From an optimization exercise on the open Yosys and OpenROAD flow, aimed at small area, a short achievable clock period and few clock cycles; shortcuts taken in it are not production practice. Where RTL was checked, it was by simulation tests only, not by an equivalence proof against the original. Power and IR drop assume default switching activity.

==> module gemm_controller, before the edit <==
module gemm_controller #(
  parameter int MAX_ELEMS = 16384,
  parameter mp_types::prec_e PREC = mp_types::PREC_INT8
)(
  input  logic        clk,
  input  logic        rstn,
  input  logic        start,
  input  logic [15:0] M, K, Ncols,
  output logic        done,
  output logic [$clog2(MAX_ELEMS)-1:0] addr_A,
  input  logic [31:0]                  data_A,
  output logic [$clog2(MAX_ELEMS)-1:0] addr_B,
  input  logic [31:0]                  data_B,
  output logic [$clog2(MAX_ELEMS)-1:0] addr_C,
  output logic [31:0]                  data_C,
  output logic                         we_C
);
  localparam int AW = $clog2(MAX_ELEMS);
  logic          run;
  logic [AW-1:0] krem, jrem, irem;
  logic          lk, lj, li;       
  logic          kf;               
  logic          dk;               
  logic [AW-1:0] Kw, Nw, Mw;
  assign Kw = K[AW-1:0];
  assign Nw = Ncols[AW-1:0];
  assign Mw = M[AW-1:0];
  logic [AW-1:0] Kr, Nr1;
  always_ff @(posedge clk) begin
    Kr  <= Kw;
    Nr1 <= Nw - 1'b1;
  end
  logic [AW-1:0] csel, cdec;
  logic          cis2;
  assign csel = !lk ? krem : (!lj ? jrem : irem);
  assign cdec = csel - 1'b1;
  assign cis2 = (csel == AW'(2));
  logic k1, n1, m1;
  assign k1 = (Kw == AW'(1));
  assign n1 = (Nw == AW'(1));
  assign m1 = (Mw == AW'(1));
  logic lk_n, lj_n, dk_n;
  assign lk_n = (!run | lk) ? k1 : cis2;
  assign lj_n = !run ? n1 : (!lk ? lj : (!lj ? cis2 : n1));
  assign dk_n = !run | (lk ^ dk);
  logic zB, invB, ciB;
  always_ff @(posedge clk) begin
    zB   <= lk_n & ~lj_n;
    invB <= lk_n ? lj_n : ~dk_n;
    ciB  <= lk_n | dk_n;
  end
  logic [AW-1:0] opA, opB, sumA, sumB;
  assign opA  = lk ? Kr : {{(AW-1){~dk}}, 1'b1};
  assign opB  = (zB ? AW'(0) : Nr1) ^ {AW{invB}};
  assign sumB = addr_B + opB + AW'(ciB);
  assign sumA = addr_A + opA;
  always_ff @(posedge clk) begin
    if (!rstn)     run <= 1'b0;
    else if (!run) run <= start;
    else           run <= ~(lk & lj & li);
  end
  always_ff @(posedge clk) begin
    if (!run) begin
      addr_A <= '0;
      addr_B <= '0;
      dk     <= 1'b1;
      kf     <= 1'b1;
      krem   <= Kw;   lk <= k1;
      jrem   <= Nw;   lj <= n1;
      irem   <= Mw;   li <= m1;
    end else begin
      kf <= lk;
      if (!lk | lj) addr_A <= sumA;    
      addr_B <= sumB;
      if (!lk) begin
        krem <= cdec;
        lk   <= cis2;
      end else begin
        dk   <= ~dk;
        krem <= Kw;
        lk   <= k1;
        if (!lj) begin
          jrem <= cdec;
          lj   <= cis2;
        end else begin
          jrem <= Nw;
          lj   <= n1;
          irem <= cdec;
          li   <= cis2;
        end
      end
    end
  end
  logic f1_first, f1_last, f1_fin;
  logic f2_first, f2_last, f2_fin;
  logic f3_first, f3_last, f3_fin;
  logic f4_first, f4_last, f4_fin;
  always_ff @(posedge clk) begin
    if (!rstn) begin
      f1_last <= 1'b0; f1_fin <= 1'b0;
      f2_last <= 1'b0; f2_fin <= 1'b0;
      f3_last <= 1'b0; f3_fin <= 1'b0;
      f4_last <= 1'b0; f4_fin <= 1'b0;
      we_C <= 1'b0; done <= 1'b0;
    end else begin
      f1_last <= run & lk;
      f1_fin  <= run & lk & lj & li;
      f2_last <= f1_last; f2_fin <= f1_fin;
      f3_last <= f2_last; f3_fin <= f2_fin;
      f4_last <= f3_last; f4_fin <= f3_fin;
      we_C <= f4_last;
      done <= f4_fin;
    end
  end
  always_ff @(posedge clk) begin
    f1_first <= kf;
    f2_first <= f1_first;
    f3_first <= f2_first;
    f4_first <= f3_first;
  end
  always_ff @(posedge clk) begin
    if (start)     addr_C <= '0;
    else if (we_C) addr_C <= addr_C + 1'b1;
  end
  logic [7:0]  a_r, b_r;
  logic [14:0] ms, mc, s_r, c_r;
  logic [15:0] p;
  logic [29:0] acc;
  mul8_cs u_mul (.a(a_r), .b(b_r), .s(ms), .c(mc));
  logic [16:0] lows;
  logic [13:0] hi, hinc, hdec, hc0, hc1, hnew;
  assign lows = {1'b0, acc[15:0]} + {1'b0, p};
  assign hi   = acc[29:16];
  assign hinc = hi + 1'b1;
  assign hdec = hi - 1'b1;
  assign hc0  = f4_first ? {14{p[15]}} : (p[15] ? hdec : hi);
  assign hc1  = f4_first ? {14{p[15]}} : (p[15] ? hi : hinc);
  assign hnew = lows[16] ? hc1 : hc0;
  always_ff @(posedge clk) begin
    a_r <= data_A[7:0];
    b_r <= data_B[7:0];
    s_r <= ms;
    c_r <= mc;
    p   <= {1'b0, s_r} + {1'b0, c_r} - 16'h8000;
    acc <= {hnew, f4_first ? p : lows[15:0]};
  end
  assign data_C = {{2{acc[29]}}, acc};
endmodule
export LEC_CHECK = 0
export CAP_MARGIN = 20
export CORE_MARGIN = 2
export CORE_UTILIZATION = 40
export CTS_BUF_LIST = sky130_fd_sc_hd__clkbuf_8
export CTS_CLUSTER_DIAMETER = 40
export CTS_CLUSTER_SIZE = 10
export PLACE_DENSITY = 0.6
export SETUP_SLACK_MARGIN = 5
export SLEW_MARGIN = 20
export TNS_END_PERCENT = 30
create_clock -name core_clock -period 8.0 [get_ports {clk}]
standard.sh (not shown) runs the stock make flow with config.mk's settings and CLKGATE_MAP_FILE= SYNTH_SCRIPT=/design/flow/synth_recipe.tcl, a recipe that flattens the netlist after the stock synthesis.
==> flow/flow/run.sh <==
#!/bin/bash
set -euo pipefail
bash standard.sh BUFFER_PORTS_ARGS="-buffer_cell sky130_fd_sc_hd__buf_1" finish > standard_flow.log 2>&1
Testbench counts at the start, summed over its fixed seeds: cycles 75,253.
Edit:
--- a/flow/design.v
+++ b/flow/design.v
@@ -195,4 +195,41 @@
   assign c[14] = fc84;
 endmodule
+module add_bk #(parameter int W = 16) (
+  input  logic [W-1:0] a, b,
+  input  logic         ci,
+  output logic [W-1:0] s,
+  output logic         co
+);
+  localparam int L = $clog2(W);
+  logic [W-1:0] g0, p0;
+  logic [W-1:0] G [0:2*L];
+  logic [W-1:0] P [0:2*L];
+  logic [W:0]   c;
+  always_comb begin
+    g0 = a & b;
+    p0 = a ^ b;
+    G[0] = g0; P[0] = p0;
+    G[0][0] = g0[0] | (p0[0] & ci);
+    for (int l = 0; l < L; l++) begin
+      G[l+1] = G[l]; P[l+1] = P[l];
+      for (int i = 0; i < W; i++)
+        if (((i + 1) % (2 << l)) == 0) begin
+          G[l+1][i] = G[l][i] | (P[l][i] & G[l][i - (1 << l)]);
+          P[l+1][i] = P[l][i] & P[l][i - (1 << l)];
+        end
+    end
+    for (int l = L - 1; l >= 1; l--) begin
+      G[2*L-l] = G[2*L-l-1]; P[2*L-l] = P[2*L-l-1];
+      for (int i = 0; i < W; i++)
+        if (((i + 1) % (1 << l)) == (1 << (l - 1)) && i >= (1 << l)) begin
+          G[2*L-l][i] = G[2*L-l-1][i] | (P[2*L-l-1][i] & G[2*L-l-1][i - (1 << (l-1))]);
+        end
+    end
+    c[0] = ci;
+    for (int i = 0; i < W; i++) c[i+1] = G[2*L-1][i];
+    s  = p0 ^ c[W-1:0];
+    co = c[W];
+  end
+endmodule
 module gemm_controller #(
   parameter int MAX_ELEMS = 16384,
@@ -324,4 +361,6 @@
   logic [29:0] acc;
   mul8_cs u_mul (.a(a_r), .b(b_r), .s(ms), .c(mc));
+  logic [15:0] psum;
+  add_bk #(16) u_addP (.a({1'b0, s_r}), .b({1'b0, c_r}), .ci(1'b0), .s(psum), .co());
   logic [16:0] lows;
   logic [13:0] hi, hinc, hdec, hc0, hc1, hnew;
@@ -338,5 +377,5 @@
     s_r <= ms;
     c_r <= mc;
-    p   <= {1'b0, s_r} + {1'b0, c_r} - 16'h8000;
+    p   <= {~psum[15], psum[14:0]};
     acc <= {hnew, f4_first ? p : lows[15:0]};
   end
What happened: The changed run passed the timing, DRC and antenna checks. Area after synthesis came out higher by 2.3%. Hold slack barely changes. Die area came out higher by 2.3%. Design area came out higher by 0.73%. Power came out higher by 3.1%. Wire length came out higher by 5.4%. Via count came out higher by 5.9%. Worst setup slack got worse by 0.031 ns. Core utilization came out lower by 0.92 points. Fmax came out lower by 1.1%. Final cell count came out higher by 2.3%.
Function not checked in the second run of this note: the RTL went through the layout flow alone.

Setup of main:
Another version of the RTL of gemm_controller (not shown whole).
For scale: about 1300 cells after synthesis, roughly 230 flip-flops.
==> flow/design.v (excerpt) <==
module gemm_controller #(
  parameter int MAX_ELEMS = 16384,
  parameter mp_types::prec_e PREC = mp_types::PREC_INT8
)(
  input  logic        clk,
  input  logic        rstn,
  input  logic        start,
  input  logic [15:0] M, K, Ncols,
  output logic        done,
  output logic [$clog2(MAX_ELEMS)-1:0] addr_A,
  input  logic [31:0]                  data_A,
  output logic [$clog2(MAX_ELEMS)-1:0] addr_B,
  input  logic [31:0]                  data_B,
  output logic [$clog2(MAX_ELEMS)-1:0] addr_C,
  output logic [31:0]                  data_C,
  output logic                         we_C
);
==> module gemm_controller, before the edit <==
module gemm_controller #(
  parameter int MAX_ELEMS = 16384,
  parameter mp_types::prec_e PREC = mp_types::PREC_INT8
)(
  input  logic        clk,
  input  logic        rstn,
  input  logic        start,
  input  logic [15:0] M, K, Ncols,
  output logic        done,
  output logic [$clog2(MAX_ELEMS)-1:0] addr_A,
  input  logic [31:0]                  data_A,
  output logic [$clog2(MAX_ELEMS)-1:0] addr_B,
  input  logic [31:0]                  data_B,
  output logic [$clog2(MAX_ELEMS)-1:0] addr_C,
  output logic [31:0]                  data_C,
  output logic                         we_C
);
  localparam int AW = $clog2(MAX_ELEMS);
  logic          run;
  logic [AW-1:0] krem, jrem, irem;
  logic          lk, lj, li;       
  logic          kf;               
  logic          dk;               
  logic [AW-1:0] Kw, Nw, Mw;
  assign Kw = K[AW-1:0];
  assign Nw = Ncols[AW-1:0];
  assign Mw = M[AW-1:0];
  logic [AW-1:0] Kr, Nr1;
  always_ff @(posedge clk) begin
    Kr  <= Kw;
    Nr1 <= Nw - 1'b1;
  end
  logic [AW-1:0] csel, cdec;
  logic          cis2;
  assign csel = !lk ? krem : (!lj ? jrem : irem);
  assign cdec = csel - 1'b1;
  assign cis2 = (csel == AW'(2));
  logic k1, n1, m1;
  assign k1 = (Kw == AW'(1));
  assign n1 = (Nw == AW'(1));
  assign m1 = (Mw == AW'(1));
  logic lk_n, lj_n, dk_n;
  assign lk_n = (!run | lk) ? k1 : cis2;
  assign lj_n = !run ? n1 : (!lk ? lj : (!lj ? cis2 : n1));
  assign dk_n = !run | (lk ^ dk);
  logic zB, invB, ciB;
  always_ff @(posedge clk) begin
    zB   <= lk_n & ~lj_n;
    invB <= lk_n ? lj_n : ~dk_n;
    ciB  <= lk_n | dk_n;
  end
  logic [AW-1:0] opA, opB, sumA, sumB;
  assign opA  = lk ? Kr : {{(AW-1){~dk}}, 1'b1};
  assign opB  = (zB ? AW'(0) : Nr1) ^ {AW{invB}};
  assign sumB = addr_B + opB + AW'(ciB);
  assign sumA = addr_A + opA;
  always_ff @(posedge clk) begin
    if (!rstn)     run <= 1'b0;
    else if (!run) run <= start;
    else           run <= ~(lk & lj & li);
  end
  always_ff @(posedge clk) begin
    if (!run) begin
      addr_A <= '0;
      addr_B <= '0;
      dk     <= 1'b1;
      kf     <= 1'b1;
      krem   <= Kw;   lk <= k1;
      jrem   <= Nw;   lj <= n1;
      irem   <= Mw;   li <= m1;
    end else begin
      kf <= lk;
      if (!lk | lj) addr_A <= sumA;    
      addr_B <= sumB;
      if (!lk) begin
        krem <= cdec;
        lk   <= cis2;
      end else begin
        dk   <= ~dk;
        krem <= Kw;
        lk   <= k1;
        if (!lj) begin
          jrem <= cdec;
          lj   <= cis2;
        end else begin
          jrem <= Nw;
          lj   <= n1;
          irem <= cdec;
          li   <= cis2;
        end
      end
    end
  end
  logic f1_first, f1_last, f1_fin;
  logic f2_first, f2_last, f2_fin;
  logic f3_first, f3_last, f3_fin;
  logic f4_first, f4_last, f4_fin;
  always_ff @(posedge clk) begin
    if (!rstn) begin
      f1_last <= 1'b0; f1_fin <= 1'b0;
      f2_last <= 1'b0; f2_fin <= 1'b0;
      f3_last <= 1'b0; f3_fin <= 1'b0;
      f4_last <= 1'b0; f4_fin <= 1'b0;
      we_C <= 1'b0; done <= 1'b0;
    end else begin
      f1_last <= run & lk;
      f1_fin  <= run & lk & lj & li;
      f2_last <= f1_last; f2_fin <= f1_fin;
      f3_last <= f2_last; f3_fin <= f2_fin;
      f4_last <= f3_last; f4_fin <= f3_fin;
      we_C <= f4_last;
      done <= f4_fin;
    end
  end
  always_ff @(posedge clk) begin
    f1_first <= kf;
    f2_first <= f1_first;
    f3_first <= f2_first;
    f4_first <= f3_first;
  end
  always_ff @(posedge clk) begin
    if (start)     addr_C <= '0;
    else if (we_C) addr_C <= addr_C + 1'b1;
  end
  logic [7:0]  a_r, b_r;
  logic [14:0] ms, mc, s_r, c_r;
  logic [15:0] p;
  logic [29:0] acc;
  mul8_cs u_mul (.a(a_r), .b(b_r), .s(ms), .c(mc));
  logic [16:0] lows;
  logic [13:0] hi, hinc, hdec, hnew;
  logic        s_inc, s_dec, s_hold, s_ones;
  assign lows   = {1'b0, acc[15:0]} + {1'b0, p};
  assign hi     = acc[29:16];
  assign hinc   = hi + 1'b1;
  assign hdec   = hi - 1'b1;
  assign s_inc  = ~f4_first & lows[16] & ~p[15];
  assign s_dec  = ~f4_first & ~lows[16] & p[15];
  assign s_hold = ~f4_first & (lows[16] == p[15]);
  assign s_ones = f4_first & p[15];
  assign hnew   = ({14{s_inc}} & hinc) | ({14{s_dec}} & hdec) | ({14{s_hold}} & hi) | {14{s_ones}};
  always_ff @(posedge clk) begin
    a_r <= data_A[7:0];
    b_r <= data_B[7:0];
    s_r <= ms;
    c_r <= mc;
    p   <= {1'b0, s_r} + {1'b0, c_r} - 16'h8000;
    acc <= {hnew, f4_first ? p : lows[15:0]};
  end
  assign data_C = {{2{acc[29]}}, acc};
endmodule
Settings: LEC_CHECK=0, CAP_MARGIN=20, CORE_MARGIN=2, CORE_UTILIZATION=55, CTS_BUF_LIST=sky130_fd_sc_hd__clkbuf_4, CTS_CLUSTER_DIAMETER=30, CTS_CLUSTER_SIZE=8, PLACE_DENSITY=0.7, SETUP_SLACK_MARGIN=5, SLEW_MARGIN=20; clock period 8.0 ns.
Scripts as last shown in full above: flow/flow/run.sh
Relative to main, the following input files were edited for the feature branch:
diff --git a/flow/design.v b/flow/design.v
--- a/flow/design.v
+++ b/flow/design.v
@@ -231,23 +231,12 @@
   assign csel = !lk ? krem : (!lj ? jrem : irem);
   assign cdec = csel - 1'b1;
   assign cis2 = (csel == AW'(2));
-  logic k1, n1, m1;
-  assign k1 = (Kw == AW'(1));
-  assign n1 = (Nw == AW'(1));
-  assign m1 = (Mw == AW'(1));
-  logic lk_n, lj_n, dk_n;
-  assign lk_n = (!run | lk) ? k1 : cis2;
-  assign lj_n = !run ? n1 : (!lk ? lj : (!lj ? cis2 : n1));
-  assign dk_n = !run | (lk ^ dk);
-  logic zB, invB, ciB;
-  always_ff @(posedge clk) begin
-    zB   <= lk_n & ~lj_n;
-    invB <= lk_n ? lj_n : ~dk_n;
-    ciB  <= lk_n | dk_n;
-  end
   logic [AW-1:0] opA, opB, sumA, sumB;
+  logic          invB, ciB;
   assign opA  = lk ? Kr : {{(AW-1){~dk}}, 1'b1};
-  assign opB  = (zB ? AW'(0) : Nr1) ^ {AW{invB}};
+  assign invB = lk ? lj : ~dk;
+  assign ciB  = lk | dk;
+  assign opB  = ((lk & ~lj) ? AW'(0) : Nr1) ^ {AW{invB}};
   assign sumB = addr_B + opB + AW'(ciB);
   assign sumA = addr_A + opA;
   always_ff @(posedge clk) begin
@@ -261,9 +250,9 @@
       addr_B <= '0;
       dk     <= 1'b1;
       kf     <= 1'b1;
-      krem   <= Kw;   lk <= k1;
-      jrem   <= Nw;   lj <= n1;
-      irem   <= Mw;   li <= m1;
+      krem   <= Kw;   lk <= (K == 16'd1);
+      jrem   <= Nw;   lj <= (Ncols == 16'd1);
+      irem   <= Mw;   li <= (M == 16'd1);
     end else begin
       kf <= lk;
       if (!lk | lj) addr_A <= sumA;    
@@ -274,13 +263,13 @@
       end else begin
         dk   <= ~dk;
         krem <= Kw;
-        lk   <= k1;
+        lk   <= (K == 16'd1);
         if (!lj) begin
           jrem <= cdec;
           lj   <= cis2;
         end else begin
           jrem <= Nw;
-          lj   <= n1;
+          lj   <= (Ncols == 16'd1);
           irem <= cdec;
           li   <= cis2;
         end
[summary]
Changes observed in the feature branch relative to main: actual transition at the worst max-transition pin rose by 0.20 ns, met3 track demand over resource in global routing rose by 0.42 points, amount of wire on met3 after detailed routing fell by about 1%, global routing met1 resource utilization fell by 0.69 points, total half-perimeter wirelength after legalization and detailed placement rose by about 0.6%. Against main as the reference, the feature branch delivers a lower post-place setup slack. Relative to main, layout inverter count without the clock tree increased by 1 in the feature branch. Final instance count without filler cells for the feature branch: 1.3% down relative to main. Taking main as the reference, in the feature branch clock network power share went down by 3.3 points; final wirelength fell 0.68%; fraction of the mapped netlist area in simple logic gates fell by 1.1 points; CTS buffer count fell by 6. The feature branch: tightest slew margin relative to the limit 13 points below main.
Testbench counts of the feature branch, summed over its fixed seeds: cycles 75,253.
For main, only the layout was checked, not whether the RTL still works.

==> port drivers added, routing unchanged <==
The flow's constraints put no driver on any port. The routed layouts listed below were extracted and timed again, unchanged, in two steps.
Step 1 sets driving cells, clkbuf_16 on the clock port and buf_2 on the other inputs (assumed; they add their load-dependent delay and slew).
Step 2 moves the port delays by t, midway between the first and last clock arrival at a register: inputs arrive t later, outputs are due t later. That takes back most of the time a late clock gives input paths.
Slacks: no drivers / after step 1 / after step 2; pairs: no drivers / after step 1.
run | t, ns | setup WS [ns] | worst hold slack (ns) | latest minus earliest clock arrival (ns)
the first run of note 1 | 0.575 | 5.113 / 5.113 / 4.864 | 0.323 / 0.323 / 0.323 | 0.045 / 0.045
the second run of note 1 | 0.583 | 5.082 / 5.047 / 4.891 | 0.325 / 0.325 / 0.325 | 0.035 / 0.035
main | 0.683 | 4.971 / 4.971 / 4.799 | 0.320 / 0.320 / 0.320 | 0.036 / 0.036
the feature branch | 0.667 | 4.987 / 4.987 / 4.736 | 0.316 / 0.316 / 0.316 | 0.045 / 0.046
After both steps every run listed still meets setup and hold. The setup slack of the feature branch, which loses most, moves by 0.000 ns with the drivers and by -0.251 ns with both steps.
